Source: an optimization exercise on an open RTL-to-GDS flow (aim: small area, a short achievable clock period and few clock cycles). Production flows keep margins and buffers that such runs may drop.
The RTL was checked by simulation tests, not by an equivalence proof against the original design.

### flow/design.v
typedef enum logic[3:0]{  
   F_A           = 4'b0000,
   F_A_PLUS_1    = 4'b0001,
   F_A_PLUS_B    = 4'b0010,
   F_A_PLUS_B_1  = 4'b0011,
   F_A_MINUS_B_1 = 4'b0100,
   F_A_MINUS_B   = 4'b0101,
   F_A_MINUS_1   = 4'b0110,
   F_B           = 4'b0111,
   F_A_NOT       = 4'b1000,
   F_A_AND_B     = 4'b1001,
   F_A_OR_B      = 4'b1010,
   F_A_XOR_B     = 4'b1011,
   F_A_SHL       = 4'b1100,
   F_A_ROL       = 4'b1101,
   F_A_LSHR      = 4'b1110,
   F_A_ASHR      = 4'b1111,
   F_UNDEF       = 4'bxxxx
   } alu_op_t;  
typedef enum logic [1:0]{  
   MUX_REG       = 2'b00,
   MUX_SP        = 2'b01,
   MUX_PC        = 2'b10,
   MUX_MDR       = 2'b11,
   MUX_UNDEF     = 2'bxx
} alu_mux_t;  
typedef enum logic [2:0]{  
   DEST_REG      = 3'b000,
   DEST_SP       = 3'b001,
   DEST_PC       = 3'b010,
   DEST_MDR      = 3'b011,
   DEST_MAR      = 3'b100,
   DEST_IR       = 3'b101,
   DEST_NONE     = 3'b111,
   DEST_UNDEF    = 3'bxxx
} dest_sel_t;  
typedef enum logic{  
   MEM_RD        = 1'b0,
   NO_RD         = 1'b1
} rd_cond_code_t;  
typedef enum logic{  
   MEM_WR        = 1'b0,
   NO_WR         = 1'b1
} wr_cond_code_t;  
typedef enum logic{  
   LOAD_CC       = 1'b0,
   NO_LOAD       = 1'b1
} cond_code_t;  
typedef enum logic [9:0] {
   FETCH  = 10'b00_0000_0000,
   FETCH1 = 10'b00_0000_0001,
   FETCH2 = 10'b00_0000_0010,
   DECODE = 10'b00_0000_0100,
   STOP   = 10'b00_1100_0000,
   STOP1  = 10'b00_1100_0001,
   MOV    = 10'b00_1110_1000,
   LDA    = 10'b00_0001_0000,
   LDA1   = 10'b00_0001_0001,
   LDA2   = 10'b00_0001_0010,
   LDA3   = 10'b00_0001_0011,
   LDA4   = 10'b00_0001_0100,
   LDR    = 10'b00_0010_0000,
   LDR1   = 10'b00_0010_0001,
   LDR2   = 10'b00_0010_0010,
   LDI    = 10'b00_0011_0000,
   LDI1   = 10'b00_0011_0001,
   LDI2   = 10'b00_0011_0010,
   STA    = 10'b00_0001_1000,
   STA1   = 10'b00_0001_1001,
   STA2   = 10'b00_0001_1010,
   STA3   = 10'b00_0001_1011,
   STA4   = 10'b00_0001_1100,
   STR    = 10'b00_0010_1000,
   STR1   = 10'b00_0010_1001,
   STR2   = 10'b00_0010_1010,
   BRA    = 10'b00_1010_0000,
   BRA1   = 10'b00_1010_0001,
   BRA2   = 10'b00_1010_0010,
   BRN    = 10'b00_1011_0000,
   BRN1   = 10'b00_1011_0001,
   BRN2   = 10'b00_1011_0010,
   BRN3   = 10'b00_1011_0011,
   BRZ    = 10'b00_1010_1000,
   BRZ1   = 10'b00_1010_1001,
   BRZ2   = 10'b00_1010_1010,
   BRZ3   = 10'b00_1010_1011,
   BRC    = 10'b01_0010_0000,
   BRC1   = 10'b01_0010_0001,
   BRC2   = 10'b01_0010_0010,
   BRC3   = 10'b01_0010_0011,
   BRV    = 10'b00_1011_1000,
   BRV1   = 10'b00_1011_1001,
   BRV2   = 10'b00_1011_1010,
   BRV3   = 10'b00_1011_1011,
   BRW    = 10'b00_1100_0110,
   ADD    = 10'b00_0011_1000,
   SUB    = 10'b00_0100_0000,
   INCR   = 10'b00_0101_0000,
   DECR   = 10'b00_0101_1000,
   NEG    = 10'b00_0100_1000,
   NEG1   = 10'b00_0100_1001,
   AND    = 10'b00_0110_1000,
   NOT    = 10'b00_0110_0000,
   OR     = 10'b00_0111_0000,
   XOR    = 10'b00_0111_1000,
   CMI    = 10'b01_0001_0000,
   CMI1   = 10'b01_0001_0001,
   CMI2   = 10'b01_0001_0010,
   CMR    = 10'b01_0001_1000,
   ASHR   = 10'b00_1001_1000,
   LSHL   = 10'b00_1000_0000,
   LSHR   = 10'b00_1001_0000,
   ROL    = 10'b00_1000_1000,
   JSR    = 10'b00_1101_1000,
   JSR1   = 10'b00_1101_1001,
   JSR2   = 10'b00_1101_1010,
   JSR3   = 10'b00_1101_1011,
   JSR4   = 10'b00_1101_1100,
   JSR5   = 10'b00_1101_1101,
   JSRW   = 10'b00_1100_0100,
   LDSF   = 10'b01_0000_0000,
   LDSF1  = 10'b01_0000_0001,
   LDSF2  = 10'b01_0000_0010,
   LDSF3  = 10'b01_0000_0011,
   LDSF4  = 10'b01_0000_0100,
   LDSP   = 10'b00_1111_0000,
   POP    = 10'b00_1101_0000,
   POP1   = 10'b00_1101_0001,
   POP2   = 10'b00_1101_0010,
   PUSH   = 10'b00_1100_1000,
   PUSH1  = 10'b00_1100_1001,
   PUSH2  = 10'b00_1100_1010,
   RTN    = 10'b00_1110_0000,
   RTN1   = 10'b00_1110_0001,
   RTN2   = 10'b00_1110_0010,
   RTNW   = 10'b00_1100_0101,
   STSF   = 10'b01_0000_1000,
   STSF1  = 10'b01_0000_1001,
   STSF2  = 10'b01_0000_1010,
   STSF3  = 10'b01_0000_1011,
   STSF4  = 10'b01_0000_1100,
   STSP   = 10'b00_1111_1000,
   ADDSP  = 10'b00_0011_1100,
   ADDSP1 = 10'b00_0011_1101,
   ADDSP2 = 10'b00_0011_1110,
   UNDEF  = 10'bxx_xxxx_xxxx
} opcode_t;
typedef struct packed 
{
   alu_op_t alu_op;
   alu_mux_t srcA;
   alu_mux_t srcB;
   dest_sel_t dest;
   cond_code_t lcc_L;
   rd_cond_code_t re_L;
   wr_cond_code_t we_L;
} controlPts;
module mux4to1 #(parameter WIDTH = 16) (
   input [WIDTH-1:0]      inA,
   input [WIDTH-1:0]      inB,
   input [WIDTH-1:0]      inC,
   input [WIDTH-1:0]      inD,
   output logic [WIDTH-1:0] out,
   input alu_mux_t sel);
   always_comb
     case(sel)
       MUX_REG: out = inA;
       MUX_SP: out = inB;
       MUX_PC: out = inC;
       MUX_MDR: out = inD;
       default: out = 'bx;
     endcase
endmodule
module mux8to1 #(parameter WIDTH = 16) (
   input  logic [WIDTH-1:0] inA, inB, inC, inD, inE, inF, inG, inH,
   output logic [WIDTH-1:0] out,
   input  logic [2:0] sel);
   always_comb
     case(sel)
       'b000: out = inA;
       'b001: out = inB;
       'b010: out = inC;
       'b011: out = inD;
       'b100: out = inE;
       'b101: out = inF;
       'b110: out = inG;
       'b111: out = inH;
       default: out = 'bx;
     endcase
endmodule
module mux32to1 #(parameter WIDTH = 16) (
   input  logic [WIDTH-1:0] inA, inB, inC, inD, inE, inF, inG, inH, inI, inJ, inK, inL, inM, inN, inO,
   input  logic [WIDTH-1:0] inP, inQ, inR, inS, inT, inU, inV, inW, inX, inY, inZ, inAA, inAB, inAC, inAD, inAE, inAF,
   output logic [WIDTH-1:0] out,
   input  logic [4:0] sel);
   always_comb
     case(sel)
       'b00000: out = inA;
       'b00001: out = inB;
       'b00010: out = inC;
       'b00011: out = inD;
       'b00100: out = inE;
       'b00101: out = inF;
       'b00110: out = inG;
       'b00111: out = inH;
       'b01000: out = inI;
       'b01001: out = inJ;
       'b01010: out = inK;
       'b01011: out = inL;
       'b01100: out = inM;
       'b01101: out = inN;
       'b01110: out = inO;
       'b01111: out = inP;
       'b10000: out = inQ;
       'b10001: out = inR;
       'b10010: out = inS;
       'b10011: out = inT;
       'b10100: out = inU;
       'b10101: out = inV;
       'b10110: out = inW;
       'b10111: out = inX;
       'b11000: out = inY;
       'b11001: out = inZ;
       'b11010: out = inAA;
       'b11011: out = inAB;
       'b11100: out = inAC;
       'b11101: out = inAD;
       'b11110: out = inAE;
       'b11111: out = inAF;
       default: out = 1'b0;
     endcase
endmodule
module demux #(parameter OUT_WIDTH = 8, IN_WIDTH = 3, DEFAULT = 0)(
   input                      in,
   input [IN_WIDTH-1:0]       sel,
   output logic [OUT_WIDTH-1:0] out);
   always_comb begin
      out = (DEFAULT==0)?'b0:(~('b0));
      out[sel] = in;
   end
endmodule
module register #(parameter WIDTH = 16) (
   output logic [WIDTH-1:0] out,
   input [WIDTH-1:0]      in,
   input                  load_L,
   input                  clock,
   input                  reset_L);
   always_ff @ (posedge clock, negedge reset_L) begin
      if(~reset_L)
         out <= 'h0000;
      else if (~load_L)
         out <= in;
   end
endmodule
module alu (
   output logic [15:0] out,
   output logic [3:0]  condCodes,
   input [15:0]      inA,
   input [15:0]      inB,
   input  alu_op_t      opcode);
   logic Z, C, N, V;
   always_comb begin
      Z = 0;
      C = 0;
      N = 0;
      V = 0;
      case (opcode)
         F_A : begin
            out = inA;                                 
         end
         F_A_PLUS_1 : begin
            {C, out} = inA + 1;                        
            V = (inA[15] & ~out[15]);
         end
         F_A_PLUS_B : begin
            {C, out} = inA + inB;                      
            V = (inA[15] & inB[15] & ~out[15]) | (~inA[15] & ~inB[15] & out[15]);
         end
         F_A_PLUS_B_1 : begin
            {C, out} = inA + inB + 1;                  
            V = (inA[15] & inB[15] & ~out[15]) | (~inA[15] & ~inB[15] & out[15]);
         end
         F_A_MINUS_B_1 : begin
            out = inA - inB - 1;                       
            C = ((inB + 1) >= inA);
            V = (inA[15] & ~inB[15] & ~out[15]) | (~inA[15] & inB[15] & out[15]);
         end
         F_A_MINUS_B : begin
            out = inA - inB;                           
            C = (inB >= inA);
            V = (inA[15] & ~inB[15] & ~out[15]) | (~inA[15] & inB[15] & out[15]);
         end
         F_A_MINUS_1 : begin
            {C, out} = inA - 1;                        
            V =  (~inA[15] & out[15]);
         end
         F_B : begin
            out = inB;                                 
         end
         F_A_NOT : begin
            out = ~inA;                                
         end
         F_A_AND_B : begin
            out = inA & inB;                           
         end
         F_A_OR_B : begin
            out = inA | inB;                           
         end
         F_A_XOR_B : begin
            out = inA ^ inB;                           
         end
         F_A_SHL : begin
            {C, out} = {inA[15:0], 1'b0};              
         end
         F_A_ROL : begin
            {C, out} = {inA[15:0], inA[15]};           
         end
         F_A_LSHR : begin
            {C, out} = {inA[0], 1'b0, inA[15:1]};     
         end
         F_A_ASHR : begin
            {C, out} = {inA[0], inA[15], inA[15:1]};  
         end
         default: out = inA;      	
      endcase
      N = out[15];
      Z = (out == 16'h0000)?1:0;
      condCodes = {Z, C, N, V};
   end
endmodule
module reg_file(
   output logic [15:0] outA,
   output logic [15:0] outB,
   output logic [127:0] outView,
   output logic      w_flag,
   input [15:0]      in,
   input [2:0]       selA,
   input [2:0]       selB,
   input             load_L, 
   input             increment_offset,
   input             decrement_offset,
   input             reset_L,
   input             clock);
   logic [15:0] r0, r1, r2, r3, r4, r5, r6, r7, r8, r9, r10, r11, r12, r13, r14, r15, r16, r17, r18, r19, r20, r21, r22, r23,r24, r25, r26, r27, r28, r29, r30, r31;
   logic [4:0]	offset;
   logic [4:0]	offset4;
   logic [31:0]  reg_enable_lines_L;
   logic [4:0] counter;
   assign counter= offset+increment_offset-decrement_offset;
   register #(.WIDTH(16)) reg0(.out(r0), .in(in), .load_L(reg_enable_lines_L[0]),
                               .clock(clock), .reset_L(reset_L));
   register #(.WIDTH(16)) reg1(.out(r1), .in(in), .load_L(reg_enable_lines_L[1]),
                               .clock(clock), .reset_L(reset_L));
   register #(.WIDTH(16)) reg2(.out(r2), .in(in), .load_L(reg_enable_lines_L[2]),
                               .clock(clock), .reset_L(reset_L));
   register #(.WIDTH(16)) reg3(.out(r3), .in(in), .load_L(reg_enable_lines_L[3]),
                               .clock(clock), .reset_L(reset_L));
   register #(.WIDTH(16)) reg4(.out(r4), .in(in), .load_L(reg_enable_lines_L[4]),
                               .clock(clock), .reset_L(reset_L));
   register #(.WIDTH(16)) reg5(.out(r5), .in(in), .load_L(reg_enable_lines_L[5]),
                               .clock(clock), .reset_L(reset_L));
   register #(.WIDTH(16)) reg6(.out(r6), .in(in), .load_L(reg_enable_lines_L[6]),
                               .clock(clock), .reset_L(reset_L));
   register #(.WIDTH(16)) reg7(.out(r7), .in(in), .load_L(reg_enable_lines_L[7]),
                               .clock(clock), .reset_L(reset_L));
   register #(.WIDTH(16)) reg8(.out(r8), .in(in), .load_L(reg_enable_lines_L[8]),
                               .clock(clock), .reset_L(reset_L));
   register #(.WIDTH(16)) reg9(.out(r9), .in(in), .load_L(reg_enable_lines_L[9]),
                               .clock(clock), .reset_L(reset_L));
   register #(.WIDTH(16)) reg10(.out(r10), .in(in), .load_L(reg_enable_lines_L[10]),
                               .clock(clock), .reset_L(reset_L));
   register #(.WIDTH(16)) reg11(.out(r11), .in(in), .load_L(reg_enable_lines_L[11]),
                               .clock(clock), .reset_L(reset_L));
   register #(.WIDTH(16)) reg12(.out(r12), .in(in), .load_L(reg_enable_lines_L[12]),
                               .clock(clock), .reset_L(reset_L));
   register #(.WIDTH(16)) reg13(.out(r13), .in(in), .load_L(reg_enable_lines_L[13]),
                               .clock(clock), .reset_L(reset_L));
   register #(.WIDTH(16)) reg14(.out(r14), .in(in), .load_L(reg_enable_lines_L[14]),
                               .clock(clock), .reset_L(reset_L));
   register #(.WIDTH(16)) reg15(.out(r15), .in(in), .load_L(reg_enable_lines_L[15]),
                               .clock(clock), .reset_L(reset_L));
   register #(.WIDTH(16)) reg16(.out(r16), .in(in), .load_L(reg_enable_lines_L[16]),
                               .clock(clock), .reset_L(reset_L));
   register #(.WIDTH(16)) reg17(.out(r17), .in(in), .load_L(reg_enable_lines_L[17]),
                               .clock(clock), .reset_L(reset_L));
   register #(.WIDTH(16)) reg18(.out(r18), .in(in), .load_L(reg_enable_lines_L[18]),
                               .clock(clock), .reset_L(reset_L));
   register #(.WIDTH(16)) reg19(.out(r19), .in(in), .load_L(reg_enable_lines_L[19]),
                               .clock(clock), .reset_L(reset_L));
   register #(.WIDTH(16)) reg20(.out(r20), .in(in), .load_L(reg_enable_lines_L[20]),
                               .clock(clock), .reset_L(reset_L));
   register #(.WIDTH(16)) reg21(.out(r21), .in(in), .load_L(reg_enable_lines_L[21]),
                               .clock(clock), .reset_L(reset_L));
   register #(.WIDTH(16)) reg22(.out(r22), .in(in), .load_L(reg_enable_lines_L[22]),
                               .clock(clock), .reset_L(reset_L));
   register #(.WIDTH(16)) reg23(.out(r23), .in(in), .load_L(reg_enable_lines_L[23]),
                               .clock(clock), .reset_L(reset_L));
   register #(.WIDTH(16)) reg24(.out(r24), .in(in), .load_L(reg_enable_lines_L[24]),
                               .clock(clock), .reset_L(reset_L));
   register #(.WIDTH(16)) reg25(.out(r25), .in(in), .load_L(reg_enable_lines_L[25]),
                               .clock(clock), .reset_L(reset_L));
   register #(.WIDTH(16)) reg26(.out(r26), .in(in), .load_L(reg_enable_lines_L[26]),
                               .clock(clock), .reset_L(reset_L));
   register #(.WIDTH(16)) reg27(.out(r27), .in(in), .load_L(reg_enable_lines_L[27]),
                               .clock(clock), .reset_L(reset_L));
   register #(.WIDTH(16)) reg28(.out(r28), .in(in), .load_L(reg_enable_lines_L[28]),
                               .clock(clock), .reset_L(reset_L));
   register #(.WIDTH(16)) reg29(.out(r29), .in(in), .load_L(reg_enable_lines_L[29]),
                               .clock(clock), .reset_L(reset_L));
   register #(.WIDTH(16)) reg30(.out(r30), .in(in), .load_L(reg_enable_lines_L[30]),
                               .clock(clock), .reset_L(reset_L));
   register #(.WIDTH(16)) reg31(.out(r31), .in(in), .load_L(reg_enable_lines_L[31]),
                               .clock(clock), .reset_L(reset_L));
   register #(.WIDTH(5)) regOffset(.out(offset), .in(counter), .load_L(1'b0),
                               .clock(clock), .reset_L(reset_L));
   demux #(.OUT_WIDTH(32), .IN_WIDTH(5), .DEFAULT(1))
         reg_en_decoder (.in(load_L), .sel(selA+offset4), .out(reg_enable_lines_L));
   mux32to1 #(.WIDTH(16)) muxA(.inA(r0), .inB(r1), .inC(r2), .inD(r3), .inE(r4), .inF(r5), .inG(r6), .inH(r7), 
				.inI(r8), .inJ(r9), .inK(r10), .inL(r11), .inM(r12), .inN(r13), .inO(r14), .inP(r15), 
				.inQ(r16), .inR(r17), .inS(r18), .inT(r19), .inU(r20), .inV(r21), .inW(r22), .inX(r23), 
				.inY(r24), .inZ(r25), .inAA(r26), .inAB(r27), .inAC(r28), .inAD(r29), .inAE(r30), .inAF(r31),
                              .out(outA), .sel(selA+offset4));
   mux32to1 #(.WIDTH(16)) muxB(.inA(r0), .inB(r1), .inC(r2), .inD(r3), .inE(r4), .inF(r5), .inG(r6), .inH(r7), 
				.inI(r8), .inJ(r9), .inK(r10), .inL(r11), .inM(r12), .inN(r13), .inO(r14), .inP(r15), 
				.inQ(r16), .inR(r17), .inS(r18), .inT(r19), .inU(r20), .inV(r21), .inW(r22), .inX(r23), 
				.inY(r24), .inZ(r25), .inAA(r26), .inAB(r27), .inAC(r28), .inAD(r29), .inAE(r30), .inAF(r31),
                              .out(outB), .sel(selB+offset4));
   assign offset4 = 4*offset;
   always_comb begin
     if(offset4 == 5'b00000) begin
       outView = {r7, r6, r5, r4, r3, r2, r1, r0};
		 w_flag = 0;
		 end
     else if(offset4 == 5'b00100) begin
       outView = {r11, r10, r9, r8, r7, r6, r5, r4};
		 w_flag = 0;
		 end
     else if(offset4 == 5'b01000) begin
       outView = {r15, r14, r13, r12, r11, r10, r9, r8};
		 w_flag = 0;
		 end
     else if(offset4 == 5'b01100) begin
       outView = {r19, r18, r17, r16, r15, r14, r13, r12};
		 w_flag = 0;
		 end
     else if(offset4 == 5'b10000) begin
       outView = {r23, r22, r21, r20, r19, r18, r17, r16};
		 w_flag = 0;
		 end
     else if(offset4 == 5'b10100) begin
       outView = {r27, r26, r25, r24, r23, r22, r21, r20};
		 w_flag = 0;
		 end
     else if(offset4 == 5'b11000) begin
       outView = {r31, r30, r29, r28, r27, r26, r25, r24};
       w_flag = 1;
     end 
     else begin
       outView = {r3, r2, r1, r0, r31, r30, r29, r28};
       w_flag = 1;
     end
   end
endmodule
module datapath (
   output [15:0] ir,
   output [15:0] sp,
   output [3:0]  condCodes,
   output [15:0] aluSrcA,
   output [15:0] aluSrcB,
   output [127:0] viewReg,  
   output [15:0] aluResult,
   output [15:0] pc,
   output [15:0] memAddr,
   output [15:0] memData,
   output [2:0]  regSelA,
   output [2:0]  regSelB,
   input controlPts  cPts,
   input         clock,
   input         reset_L,
   input	 increment_offset,
   input         decrement_offset,
   output logic w_flag,
   input  [15:0] memRData);
   logic [15:0] regA, regB;
   logic [15:0] memOut, MDRout;
   logic [3:0]  newCC;
   logic loadReg_L, loadSP_L, loadPC_L, loadMDR_L, writeMD_L, loadMAR_L, loadIR_L;
   logic [15:0] newMDR;
   assign loadMDR_L = writeMD_L & cPts.re_L;
   assign regSelA = ir[5:3];
   assign regSelB = ir[2:0];
   assign memData = MDRout;
   reg_file rfile(
           .outA(regA),
           .outB(regB),
           .outView(viewReg),
           .in(aluResult),
           .load_L(loadReg_L),
           .selA(ir[5:3]),
           .selB(ir[2:0]),
           .increment_offset(increment_offset),
           .decrement_offset(decrement_offset),
           .clock(clock),
           .reset_L(reset_L),
           .w_flag(w_flag));
   assign newMDR = (~writeMD_L) ? aluResult : memRData;
   mux4to1 #(.WIDTH(16)) MuxA(.inA(regA), .inB(sp), .inC(pc), .inD(MDRout),
                              .out(aluSrcA), .sel(cPts.srcA)),  
                         MuxB(.inA(regB), .inB(sp), .inC(pc), .inD(MDRout),
                              .out(aluSrcB), .sel(cPts.srcB)); 
   alu alu_dp(.out(aluResult), .condCodes(newCC), .inA(aluSrcA), .inB(aluSrcB),
              .opcode(cPts.alu_op));
   demux #(.OUT_WIDTH(6), .IN_WIDTH(3), .DEFAULT(1))
         reg_load_decoder (.in(1'b0), .sel(cPts.dest),
                .out({loadIR_L, loadMAR_L, writeMD_L, loadPC_L, loadSP_L, loadReg_L}));
   register #(.WIDTH(16)) pcReg(     .out(pc), .in(aluResult), .load_L(loadPC_L),
                                     .clock(clock), .reset_L(reset_L));
   register #(.WIDTH(16)) memDataReg(.out(MDRout), .in(newMDR), .load_L(loadMDR_L),
                                     .clock(clock), .reset_L(reset_L));
   register #(.WIDTH(16)) memAddrReg(.out(memAddr), .in(aluResult), .load_L(loadMAR_L),
                                     .clock(clock), .reset_L(reset_L));
   register #(.WIDTH(16)) instrReg(  .out(ir), .in(aluResult), .load_L(loadIR_L),
                                     .clock(clock), .reset_L(reset_L));
   register #(.WIDTH(16)) spReg(     .out(sp), .in(aluResult), .load_L(loadSP_L),
                                     .clock(clock), .reset_L(reset_L));
   register #(.WIDTH(4)) condCodeReg(.out(condCodes), .in(newCC), .load_L(cPts.lcc_L),
                                     .clock(clock), .reset_L(reset_L));
endmodule 
module controlpath (
   input [3:0]       CCin,
   input [15:0]      IRIn,
   output controlPts out,
   output opcode_t currState,
   output opcode_t nextState,
   input             clock,
   input             reset_L,
   output logic	     increment_offset,
   output logic	     decrement_offset,
   input             w_flag);
   always_ff @(posedge clock or negedge reset_L)
     if (~reset_L)
       currState <= FETCH;
     else
       currState <= nextState;
   always_comb begin
      increment_offset=0;
      decrement_offset=0;
      case (currState)
        FETCH: begin
           out = {F_A, MUX_PC, 2'bxx, DEST_MAR, NO_LOAD, NO_RD, NO_WR};
           nextState = FETCH1;
         end
        FETCH1: begin
           out = {F_A_PLUS_1, MUX_PC, 2'bxx, DEST_PC, NO_LOAD, MEM_RD, NO_WR};
           nextState = FETCH2;
         end
        FETCH2: begin
           out = {F_A, MUX_MDR, 2'bxx, DEST_IR, NO_LOAD, NO_RD, NO_WR};
           nextState = DECODE;
        end
        DECODE: begin
           out = {4'bxxxx, 2'bxx, 2'bxx, DEST_NONE, NO_LOAD, NO_RD, NO_WR};
           nextState = opcode_t'(IRIn[15:6]);
        end
        LDI: begin
           out = {F_A, MUX_PC, 2'bxx, DEST_MAR, NO_LOAD, NO_RD, NO_WR};
           nextState = LDI1;
        end
        LDI1: begin
           out = {F_A_PLUS_1, MUX_PC, 2'bxx, DEST_PC, NO_LOAD, MEM_RD, NO_WR};
           nextState = LDI2;
        end
        LDI2: begin
           out = {F_A, MUX_MDR, 2'bxx, DEST_REG, LOAD_CC, NO_RD, NO_WR};
           nextState = FETCH;
        end
        ADD: begin
           out = {F_A_PLUS_B, MUX_REG, MUX_REG, DEST_REG, LOAD_CC, NO_RD, NO_WR};
           nextState = FETCH;
        end
        SUB: begin
           out = {F_A_MINUS_B, MUX_REG, MUX_REG, DEST_REG, LOAD_CC, NO_RD, NO_WR};
           nextState = FETCH;
        end
        INCR: begin
           out = {F_A_PLUS_1, MUX_REG, 2'bxx, DEST_REG, LOAD_CC, NO_RD, NO_WR};
           nextState = FETCH;
        end
        DECR: begin
           out = {F_A_MINUS_1, MUX_REG, 2'bxx, DEST_REG, LOAD_CC, NO_RD, NO_WR};
           nextState = FETCH;
        end
        LDR: begin
         out = {F_B, 2'bxx, MUX_REG, DEST_MAR, NO_LOAD, NO_RD, NO_WR};
           nextState = LDR1;
        end
        LDR1: begin
           out = {4'bxxxx, 2'bxx,2'bxx, DEST_NONE, NO_LOAD, MEM_RD, NO_WR};
           nextState = LDR2;
        end
        LDR2: begin
           out = {F_A, MUX_MDR,2'bxx, DEST_REG, LOAD_CC, NO_RD, NO_WR};
           nextState = FETCH;
        end
        BRA: begin
           out = {F_A, MUX_PC,2'bxx, DEST_MAR, NO_LOAD, NO_RD, NO_WR};
           nextState = BRA1;
        end
        BRA1: begin
           out = {4'bxxxx, 2'bxx,2'bxx, DEST_NONE, NO_LOAD, MEM_RD, NO_WR};
           nextState = BRA2;
        end
        BRA2: begin
           out = {F_A, MUX_MDR,2'bxx, DEST_PC, NO_LOAD, NO_RD, NO_WR};
           nextState = FETCH;
        end
        BRN: begin
           out = {F_A, MUX_PC,2'bxx, DEST_MAR, NO_LOAD, NO_RD, NO_WR};
           if (CCin[1]) 
             nextState = BRN2;
           else 
             nextState = BRN1;
        end
        BRN1: begin
           out = {F_A_PLUS_1, MUX_PC,2'bxx, DEST_PC, NO_LOAD, NO_RD, NO_WR};
           nextState = FETCH;
        end
        BRN2: begin
           out = {4'bxxxx, 2'bxx,2'bxx, DEST_NONE, NO_LOAD, MEM_RD, NO_WR};
           nextState = BRN3;
        end
        BRN3: begin
           out = {F_A, MUX_MDR,2'bxx, DEST_PC, NO_LOAD, NO_RD, NO_WR};
           nextState = FETCH;
        end
        BRZ: begin
           out = {F_A, MUX_PC,2'bxx, DEST_MAR, NO_LOAD, NO_RD, NO_WR};
           if (CCin[3]) 
             nextState = BRZ2;
           else 
             nextState = BRZ1;
        end
        BRZ1: begin
           out = {F_A_PLUS_1, MUX_PC,2'bxx, DEST_PC, NO_LOAD, NO_RD, NO_WR};
           nextState = FETCH;
        end
        BRZ2: begin
           out = {4'bxxxx, 2'bxx,2'bxx, DEST_NONE, NO_LOAD, MEM_RD, NO_WR};
           nextState = BRZ3;
        end
        BRZ3: begin
           out = {F_A, MUX_MDR,2'bxx, DEST_PC, NO_LOAD, NO_RD, NO_WR};
           nextState = FETCH;
        end       
        STOP: begin
           out = {F_A_MINUS_1, MUX_PC, 2'bxx, DEST_PC, NO_LOAD, NO_RD, NO_WR};
           nextState = STOP1;
        end
        STOP1: begin
           out = {8'bxx, DEST_NONE, NO_LOAD, NO_RD, NO_WR};  
           nextState = STOP1;  
        end
        BRC: begin
           out = {F_A, MUX_PC,2'bxx, DEST_MAR, NO_LOAD, NO_RD, NO_WR};
           if (CCin[2]) 
             nextState = BRC2;
           else 
             nextState = BRC1;
        end
        BRC1: begin
           out = {F_A_PLUS_1, MUX_PC,2'bxx, DEST_PC, NO_LOAD, NO_RD, NO_WR};
           nextState = FETCH;
        end
        BRC2: begin
           out = {4'bxxxx, 2'bxx,2'bxx, DEST_NONE, NO_LOAD, MEM_RD, NO_WR};
           nextState = BRC3;
        end
        BRC3: begin
           out = {F_A, MUX_MDR,2'bxx, DEST_PC, NO_LOAD, NO_RD, NO_WR};
           nextState = FETCH;
        end
        BRV: begin
           out = {F_A, MUX_PC,2'bxx, DEST_MAR, NO_LOAD, NO_RD, NO_WR};
           if (CCin[0]) 
             nextState = BRV2;
           else 
             nextState = BRV1;
        end
        BRV1: begin
           out = {F_A_PLUS_1, MUX_PC,2'bxx, DEST_PC, NO_LOAD, NO_RD, NO_WR};
           nextState = FETCH;
        end
        BRV2: begin
           out = {4'bxxxx, 2'bxx,2'bxx, DEST_NONE, NO_LOAD, MEM_RD, NO_WR};
           nextState = BRV3;
        end
        BRV3: begin
           out = {F_A, MUX_MDR,2'bxx, DEST_PC, NO_LOAD, NO_RD, NO_WR};
           nextState = FETCH;
        end 
        BRW: begin
           out = {F_A, MUX_PC,2'bxx, DEST_MAR, NO_LOAD, NO_RD, NO_WR};
           if (w_flag)            
             nextState = BRV2;
           else
             nextState = BRV1;
        end
        AND: begin
           out = {F_A_AND_B, MUX_REG, MUX_REG, DEST_REG, LOAD_CC, NO_RD, NO_WR};
           nextState = FETCH;
        end
        NOT: begin
           out = {F_A_NOT, MUX_REG,2'bxx, DEST_REG, LOAD_CC, NO_RD, NO_WR};
           nextState = FETCH;
        end
        OR: begin
           out = {F_A_OR_B, MUX_REG, MUX_REG, DEST_REG, LOAD_CC, NO_RD, NO_WR};
           nextState = FETCH;
        end
        XOR: begin
           out = {F_A_XOR_B, MUX_REG, MUX_REG, DEST_REG, LOAD_CC, NO_RD, NO_WR};
           nextState = FETCH;
        end
        CMI: begin
           out = {F_A, MUX_PC, 2'bxx, DEST_MAR, NO_LOAD, NO_RD, NO_WR};
           nextState = CMI1;
        end
        CMI1: begin
           out = {F_A_PLUS_1, MUX_PC, 2'bxx, DEST_PC, NO_LOAD, MEM_RD, NO_WR};
           nextState = CMI2;
        end
        CMI2: begin
           out = {F_A_MINUS_B, MUX_REG, MUX_MDR, DEST_NONE, LOAD_CC, NO_RD, NO_WR};
           nextState = FETCH;
        end
        CMR: begin
           out = {F_A_MINUS_B, MUX_REG, MUX_REG, DEST_NONE, LOAD_CC, NO_RD, NO_WR};
           nextState = FETCH;
        end
        ASHR: begin
           out = {F_A_ASHR, MUX_REG,2'bxx, DEST_REG, LOAD_CC, NO_RD, NO_WR};
           nextState = FETCH;
        end
        LSHL: begin
           out = {F_A_SHL, MUX_REG,2'bxx, DEST_REG, LOAD_CC, NO_RD, NO_WR};
           nextState = FETCH;
        end
        LSHR: begin
           out = {F_A_LSHR, MUX_REG,2'bxx, DEST_REG, LOAD_CC, NO_RD, NO_WR};
           nextState = FETCH;
        end
        ROL: begin
           out = {F_A_ROL, MUX_REG,2'bxx, DEST_REG, LOAD_CC, NO_RD, NO_WR};
           nextState = FETCH;
        end
        MOV: begin
           out = {F_B, 2'bxx, MUX_REG, DEST_REG, NO_LOAD, NO_RD, NO_WR};
           nextState = FETCH;
        end
        LDA: begin
           out = {F_A, MUX_PC, 2'bxx, DEST_MAR, NO_LOAD, NO_RD, NO_WR};
           nextState = LDA1;
        end
        LDA1: begin
           out = {F_A_PLUS_1, MUX_PC, 2'bxx, DEST_PC, NO_LOAD, MEM_RD, NO_WR};
           nextState = LDA2;
        end
        LDA2: begin
           out = {F_A, MUX_MDR, 2'bxx, DEST_MAR, NO_LOAD, NO_RD, NO_WR};
           nextState = LDA3;
        end
        LDA3: begin
           out = {4'bxxxx, 2'bxx, 2'bxx, DEST_NONE, NO_LOAD, MEM_RD, NO_WR};
           nextState = LDA4;
        end
        LDA4: begin
           out = {F_A, MUX_MDR, 2'bxx, DEST_REG, LOAD_CC, NO_RD, NO_WR};
           nextState = FETCH;
        end
        STA: begin
           out = {F_A, MUX_PC, 2'bxx, DEST_MAR, NO_LOAD, NO_RD, NO_WR};
           nextState = STA1;
        end
        STA1: begin
           out = {F_A_PLUS_1, MUX_PC, 2'bxx, DEST_PC, NO_LOAD, MEM_RD, NO_WR};
           nextState = STA2;
        end
        STA2: begin
           out = {F_A, MUX_MDR, 2'bxx, DEST_MAR, NO_LOAD, NO_RD, NO_WR};
           nextState = STA3;
        end
        STA3: begin
           out = {F_B, 2'bxx, MUX_REG, DEST_MDR, NO_LOAD, NO_RD, NO_WR};
           nextState = STA4;
        end
        STA4: begin
           out = {4'bxxxx, 2'bxx, 2'bxx, DEST_NONE, NO_LOAD, NO_RD, MEM_WR};
           nextState = FETCH;
        end
        STR: begin
           out = {F_A, MUX_REG,2'bxx, DEST_MAR, NO_LOAD, NO_RD, NO_WR};
           nextState = STR1;
        end
        STR1: begin
           out = {F_B, 2'bxx, MUX_REG, DEST_MDR, NO_LOAD, NO_RD, NO_WR};
           nextState = STR2;
        end
        STR2: begin
           out = {4'bxxxx, 2'bxx,2'bxx, DEST_NONE, NO_LOAD, NO_LOAD, NO_RD, MEM_WR};
           nextState = FETCH;
        end
        JSR: begin
           out = {F_A_MINUS_1, MUX_SP,2'bxx, DEST_SP, NO_LOAD, NO_RD, NO_WR};
           nextState = JSR1;
        end
        JSR1: begin
           out = {F_A, MUX_SP,2'bxx, DEST_MAR, NO_LOAD, NO_RD, NO_WR};
           nextState = JSR2;
        end
        JSR2: begin
           out = {F_A_PLUS_1, MUX_PC,2'bxx, DEST_MDR, NO_LOAD, NO_RD, NO_WR};
           nextState = JSR3;
        end
        JSR3: begin
           out = {F_A, MUX_PC, 2'bxx, DEST_MAR, NO_LOAD, NO_RD, MEM_WR};
           nextState = JSR4;
        end
        JSR4: begin
           out = {4'bxxxx, 2'bxx,2'bxx, DEST_NONE, NO_LOAD, MEM_RD, NO_WR};
           nextState = JSR5;
        end
        JSR5: begin
           out = {F_A, MUX_MDR,2'bxx, DEST_PC, NO_LOAD, NO_RD, NO_WR};
           nextState = FETCH;
        end
        JSRW: begin
           out = {F_A_MINUS_1, MUX_SP,2'bxx, DEST_SP, NO_LOAD, NO_RD, NO_WR};
	   increment_offset=1;
           nextState = JSR1;
        end
        LDSF: begin
           out = {F_A, MUX_PC, 2'bxx, DEST_MAR, NO_LOAD, NO_RD, NO_WR};
           nextState = LDSF1;
        end
        LDSF1: begin
           out = {F_A_PLUS_1, MUX_PC, 2'bxx, DEST_PC, NO_LOAD, MEM_RD, NO_WR};
           nextState = LDSF2;
        end
        LDSF2: begin
           out = {F_A_PLUS_B, MUX_MDR, MUX_SP, DEST_MAR, NO_LOAD, NO_RD, NO_WR};
           nextState = LDSF3;
        end
        LDSF3: begin
           out = {4'bxxxx, 2'bxx,2'bxx, DEST_NONE, NO_LOAD, MEM_RD, NO_WR};
           nextState = LDSF4;
        end
        LDSF4: begin
           out = {F_A, MUX_MDR, 2'bxx, DEST_REG, NO_LOAD, NO_RD, NO_WR};
           nextState = FETCH;
        end
        LDSP: begin
           out = {F_A, MUX_REG, 2'bxx, DEST_SP, NO_LOAD, NO_RD, NO_WR};
           nextState = FETCH;
        end
        POP: begin
           out = {F_A, MUX_SP, 2'bxx, DEST_MAR, NO_LOAD, NO_RD, NO_WR};
           nextState = POP1;
        end
        POP1: begin
           out = {F_A_PLUS_1, MUX_SP, 2'bxx, DEST_SP, NO_LOAD, MEM_RD, NO_WR};
           nextState = POP2;
        end
        POP2: begin
           out = {F_A, MUX_MDR, 2'bxx, DEST_REG, NO_LOAD, NO_RD, NO_WR};
           nextState = FETCH;
        end
        PUSH: begin
           out = {F_A_MINUS_1, MUX_SP, 2'bxx, DEST_MAR, NO_LOAD, NO_RD, NO_WR};
           nextState = PUSH1;
        end
        PUSH1: begin
           out = {F_A, MUX_REG, 2'bxx, DEST_MDR, NO_LOAD, NO_RD, NO_WR};
           nextState = PUSH2;
        end
        PUSH2: begin
           out = {F_A_MINUS_1, MUX_SP, 2'bxx, DEST_SP, NO_LOAD, NO_RD, MEM_WR};
           nextState = FETCH;
        end
        RTN: begin
           out = {F_A, MUX_SP, 2'bxx, DEST_MAR, NO_LOAD, NO_RD, NO_WR};
           nextState = RTN1;
        end
        RTN1: begin
           out = {F_A_PLUS_1, MUX_SP, 2'bxx, DEST_SP, NO_LOAD, MEM_RD, NO_WR};
           nextState = RTN2;
        end
        RTN2: begin
           out = {F_A, MUX_MDR, 2'bxx, DEST_PC, NO_LOAD, NO_RD, NO_WR};
           nextState = FETCH;
        end
        RTNW: begin
           out = {F_A, MUX_SP, 2'bxx, DEST_MAR, NO_LOAD, NO_RD, NO_WR};
           decrement_offset=1;
	   nextState = RTN1;
        end
        STSF: begin
           out = {F_A, MUX_PC, 2'bxx, DEST_MAR, NO_LOAD, NO_RD, NO_WR};
           nextState = STSF1;
        end
        STSF1: begin
           out = {F_A_PLUS_1, MUX_PC, 2'bxx, DEST_PC, NO_LOAD, MEM_RD, NO_WR};
           nextState = STSF2;
        end
        STSF2: begin
           out = {F_A_PLUS_B, MUX_MDR, MUX_SP, DEST_MAR, NO_LOAD, NO_RD, NO_WR};
           nextState = STSF3;
        end
        STSF3: begin
           out = {F_A, MUX_REG, 2'bxx, DEST_MDR, NO_LOAD, NO_RD, NO_WR};
           nextState = STSF4;
        end
        STSF4: begin
           out = {4'bxxxx, 2'bxx, 2'bxx, DEST_NONE, NO_LOAD, NO_LOAD, NO_RD, MEM_WR};
           nextState = FETCH;
        end
        ADDSP: begin
           out = {F_A, MUX_PC, 2'bxx, DEST_MAR, NO_LOAD, NO_RD, NO_WR};
           nextState = ADDSP1;
        end
        ADDSP1: begin
           out = {F_A_PLUS_1, MUX_PC, 2'bxx, DEST_PC, NO_LOAD, MEM_RD, NO_WR};
           nextState = ADDSP2;
        end
        ADDSP2: begin
           out = {F_A_PLUS_B, MUX_MDR, MUX_SP, DEST_SP, NO_LOAD, NO_RD, NO_WR};
           nextState = FETCH;
        end
        STSP: begin
           out = {F_A, MUX_SP, 2'bxx, DEST_REG, NO_LOAD, NO_RD, NO_WR};
           nextState = FETCH;
        end
        NEG: begin
           out = {F_A_NOT, MUX_REG, 2'bxx, DEST_REG, NO_LOAD, NO_RD, NO_WR};
           nextState = NEG1;
        end
        NEG1: begin
           out = {F_A_PLUS_1, MUX_REG, 2'bxx, DEST_REG, NO_LOAD, NO_RD, NO_WR};
           nextState = FETCH;
        end
        default: begin
           out = 14'bx;
           nextState = FETCH;
        end
     endcase
   end
endmodule
module p18240_core (
  input  logic        clock,
  input  logic        reset_L,
  output logic [15:0] mem_addr,
  output logic [15:0] mem_wdata,
  output logic        mem_re,
  output logic        mem_we,
  input  logic [15:0] mem_rdata,
  output logic        halted);
  controlPts cPts;                        
  logic [3:0]  condCodes;                 
  logic [2:0]  regSelA, regSelB;          
  logic [15:0] aluSrc1, aluSrc2, aluOut, pc, ir, sp, memAddr, memData;
  logic [127:0] regView;
  logic increment_offset, decrement_offset, w_flag;
  opcode_t currState, nextState;
  controlpath cp(
                 .out(cPts),
                 .CCin(condCodes),
                 .IRIn(ir),
                 .clock(clock),
                 .reset_L(reset_L),
                 .currState(currState),
                 .nextState(nextState),
                 .increment_offset(increment_offset),
                 .decrement_offset(decrement_offset),
                 .w_flag(w_flag));
  datapath dp(
              .ir(ir),
              .sp(sp),
              .condCodes(condCodes),
              .aluSrcA(aluSrc1),
              .aluSrcB(aluSrc2),
              .viewReg(regView),
              .aluResult(aluOut),
              .pc(pc),
              .memAddr(memAddr),
              .memData(memData),
              .regSelA(regSelA),
              .regSelB(regSelB),
              .cPts(cPts),
              .clock(clock),
              .reset_L(reset_L),
              .increment_offset(increment_offset),
              .decrement_offset(decrement_offset),
              .w_flag(w_flag),
              .memRData(mem_rdata));
  assign mem_addr  = memAddr;
  assign mem_wdata = memData;
  assign mem_re    = (cPts.re_L == MEM_RD);
  assign mem_we    = (cPts.we_L == MEM_WR);
  assign halted    = (currState == STOP1);
endmodule
### flow/run.sh
#!/bin/bash
# synth_recipe.tcl (not shown) runs the flow's synth.tcl, then flattens the netlist and writes it again
# the make line also repeats each setting of config.mk as NAME=value (left out here)
make -C /OpenROAD-flow-scripts/flow DESIGN_CONFIG=/design/flow/config.mk WORK_HOME=/design/flow/orfs CLKGATE_MAP_FILE= SYNTH_SCRIPT=/design/flow/synth_recipe.tcl finish
### flow/config.mk
export PLATFORM = sky130hd
export DESIGN_NAME = p18240_core
export DESIGN_NICKNAME = p18240_core
export VERILOG_FILES = /design/flow/design.v
export SDC_FILE = /design/flow/constraint.sdc
export NUM_CORES = 4
export LEC_CHECK = 0
export CAP_MARGIN = 20
export CORE_MARGIN = 2
export CORE_UTILIZATION = 40
export PLACE_DENSITY = 0.6
export SLEW_MARGIN = 20
### flow/constraint.sdc
create_clock -name core_clock -period 10.0 [get_ports {clock}]
set_input_delay 2.0000 -clock core_clock [delete_from_list [all_inputs] [get_ports {clock}]]
set_output_delay 2.0000 -clock core_clock [all_outputs]
set_load 0.01 [all_outputs]
==> summary.txt <==
[logic make-up after synthesis]
group,Yosys count
xor gates and xnor gates,25
buffers and inverters,477
muxes,338
and+or+nand+nor,1299
adders and majority gates,71
AOI/OAI and AO/OA,1269
DFF,609
[placed cells by master (no fill, tap or decap), types with 58 or more instances in the layout]
master	instances
inv_1	79
mux2_2	257
nor3_1	65
nor2_1	214
nand3_1	151
a22oi_1	210
a221oi_1	58
o21ai_0	308
dfrtp_1	609
a21oi_1	219
nand4_1	75
clkbuf_16	71
ha_1	63
buf_4	172
nand2_1	464
mux2i_1	81
[cell type report]
class	count	area (um^2)	area share
Antenna cell	8	20.0	0.000475
Clock buffer	101	2080	0.0494
Clock inverter	29	389	0.00924
Inverter	83	313	0.00743
Multi-Input combinational cell	3002	20600	0.489
Sequential cell	609	15200	0.362
Tap cell	1254	1570	0.0373
Timing Repair Buffer	228	1910	0.0454
[critical path: cells and delay by family (launching register included)]
kind | cells | cell delay [ns]
fa+ha+maj | 5 | 1.85
simple gates | 4 | 0.91
xor+xnor | 1 | 0.15
compound gates | 18 | 4.69
flops | 1 | 0.43
buf+inv | 2 | 0.56
[layer usage]
| layer | up-vias | GRT usage |
|---|---|---|
| li1 | 15149 | - |
| met1 | 18119 | 0.464 |
| met2 | 3086 | 0.539 |
| met3 | 1064 | 0.142 |
| met4 | 4 | 0.275 |
| met5 | - | 0 |
[path summary, 6_finish.rpt]
kind / start / end / slack, ns / cells after the start
max reg2reg: dp.rfile.regOffset.out[0]$_DFF_PN0_ / dp.condCodeReg.out[3]$_DFFE_PN0N_ / 1.26 / 30
min in group asynchronous: reset_L / dp.rfile.reg14.out[1]$_DFFE_PN0N_ / 1.35 / 1
min reg2reg: dp.instrReg.out[9]$_DFFE_PN0P_ / dp.instrReg.out[9]$_DFFE_PN0P_ / 0.48 / 2
min: dp.instrReg.out[9]$_DFFE_PN0P_ / dp.instrReg.out[9]$_DFFE_PN0P_ / 0.48 / 2
max: dp.rfile.regOffset.out[0]$_DFF_PN0_ / dp.condCodeReg.out[3]$_DFFE_PN0N_ / 1.26 / 30
max in group asynchronous: reset_L / cp.currState[6]$_DFF_PN0_ / 6.47 / 3
==> impl_metrics.py <==
metrics = {
    "layout": {
        "instances_no_fill": 5314,
        "drive_gt1_frac": 0.172,
        "stdcell_area_um2": 42100,
        "syn2layout_area_growth_pct": 12.7,
        "fin_nets": 4084,
        "n_fill_cell": 8879,
        "utilization": 0.453,
    },
    "setup_path": {
        "cpMaxStageDelayCell": "ha_4",
        "critPathMaxStageDelay_ns": 0.66,
        "cp-start-kind": "flop",
        "criticalPathCategory": "reg2reg",
        "cp_max_fo": 47,
        "critPathMostFrequentCell": "o21bai_1",
        "required_ns": 10.53,
        "worstPathArrival_ns": 9.27,
        "endpoint_kind": "flop",
    },
    "logic_synthesis": {
        "synthXorXnorAreaFrac": 0.00586,
        "seq_area_frac_synth": 0.408,
        "synth_mux_area_frac": 0.0992,
        "synth_flop_cell": "dfrtp_1",
        "yosysUniqueCellTypes": 119,
        "ys_warn_count": 10,
        "synth_nets": 4177,
        "synth_top_area_frac": 0.408,
        "synth_area_um2": 37400,
        "synthSimpleGateAreaFrac": 0.176,
        "synth_adder_area_share": 0.0244,
        "yosysTopAreaCell": "dfrtp_1",
        "synthArstFlopShare": 1.00,
        "synth-compound-area-share": 0.233,
        "synth_top_family_by_area": "compound AO/OA/AOI/OAI gates",
        "synth.top_cells.by_area": "dfrtp_1 (41%), mux2_2 (7.7%), nand2_1 (4.7%)",
        "synth_most_common_cell": "dfrtp_1",
        "synth_edf_count": 0,
        "avgSynthCellArea_um2": 9.14,
        "synth_common_cells": "dfrtp_1 (609), nand2_1 (464), o21ai_0 (308)",
        "synthCells": 4088,
        "ys_seq_elements": 609,
    },
    "drt": {
        "drtIter0Drc": 6425,
        "wl_per_cell_um": 34.6,
        "drcViolationCount": 0,
        "wl_met1_um": 66600,
        "routed_wl_um": 184000,
        "dr_wl_met2_um": 75200,
        "viasPerCell": 7.04,
        "highest_layer": "met5",
        "ant_nets": 0,
        "num_vias": 37422,
        "drt_first_pass_iters": 10,
        "dr_wl_met3_um": 25200,
    },
    "floorplanning": {
        "io_pins": 53,
        "dieArea_um2": 95900,
        "die_w_um": 310,
        "start_util": 0.402,
        "rows": 112,
        "fp.dieH_um": 310,
        "design.core.area_um2": 92900,
    },
    "global_routing": {
        "grt_max_degree": 184,
        "grt_pass1_vias": 34664,
        "grt_pass1_wl_um": 259000,
        "grt.overflow.total": 0,
        "antenna_found_initial": 8,
        "grt_usage": 0.377,
    },
    "timing": {
        "setup_viol": 0,
        "skew_ns": 0.0499,
        "hold_ws_ns": 0.483,
        "rsz0062_at_grt": "no",
        "finalCritPeriodShare": 0.874,
        "fin_ws_ns": 1.26,
        "worst-slew-pin-transition_ns": 1.31,
        "min_period_ns": 8.74,
        "max_freq_mhz": 114,
        "finalHoldViolCount": 0,
        "maxSlewHeadroom": 0.124,
        "finalSetupTns_ns": 0,
        "drv_slew": 0,
    },
    "clock_tree": {
        "clk_pin_slew_ns": 0.07,
        "post_cts_buffers": 0,
        "clock_sinks": 609,
        "postCtsHoldBufs": 0,
        "cts_max_path_buffers": 3,
        "htreeDepth": 3,
        "numCtsBuffers": 71,
        "cts_tree": "done",
        "postCtsResizedCells": 0,
        "cts-root-buf": "clkbuf_16",
        "clk-insertion-delay-late_ns": 0.67,
    },
    "place": {
        "dp.cells": 5174,
        "globalplace.congestion": 1.04,
        "numPortBuffers": 52,
        "place_ws_ns": 1.52,
        "hpwl_um": 122000,
        "placement.cell_area_um2": 39600,
    },
    "job": {
        "drv_cap": 0,
    },
    "min_path": {
        "hp-class": "reg2reg",
    },
    "status": {
        "status": "no timing/DRC/antenna violations",
    },
}
Testbench counts, summed over its fixed seeds: cycles 102,261.

-- static timing again, ports no longer ideal --
The results above use ideal ports. As a check the final layout listed here was re-extracted and re-timed, cells and wires unchanged.
Step 1 (the two cells are an assumption about what drives the block):
set clk [get_ports {clock}]
set_driving_cell -lib_cell sky130_fd_sc_hd__clkbuf_16 $clk
set_driving_cell -lib_cell sky130_fd_sc_hd__buf_2 [delete_from_list [all_inputs] $clk]
Step 2 times the ports against the registers' clock, not the clock port: input delays grow and output delays shrink by t, the midpoint of the rising clock arrivals with the driver on.
Slacks: ideal / step 1 / step 2; pairs: ideal / step 1.
shift t [ns]: 0.712
setup slack, ns: 1.263 / 1.263 / 1.263
worst setup path after step 2: register to register
worst slew at a driven data input, ns: 0.05
After both steps this run still meets setup and hold. For this run, drivers alone change the setup slack by 0.000 ns; drivers and shift together by 0.000 ns.
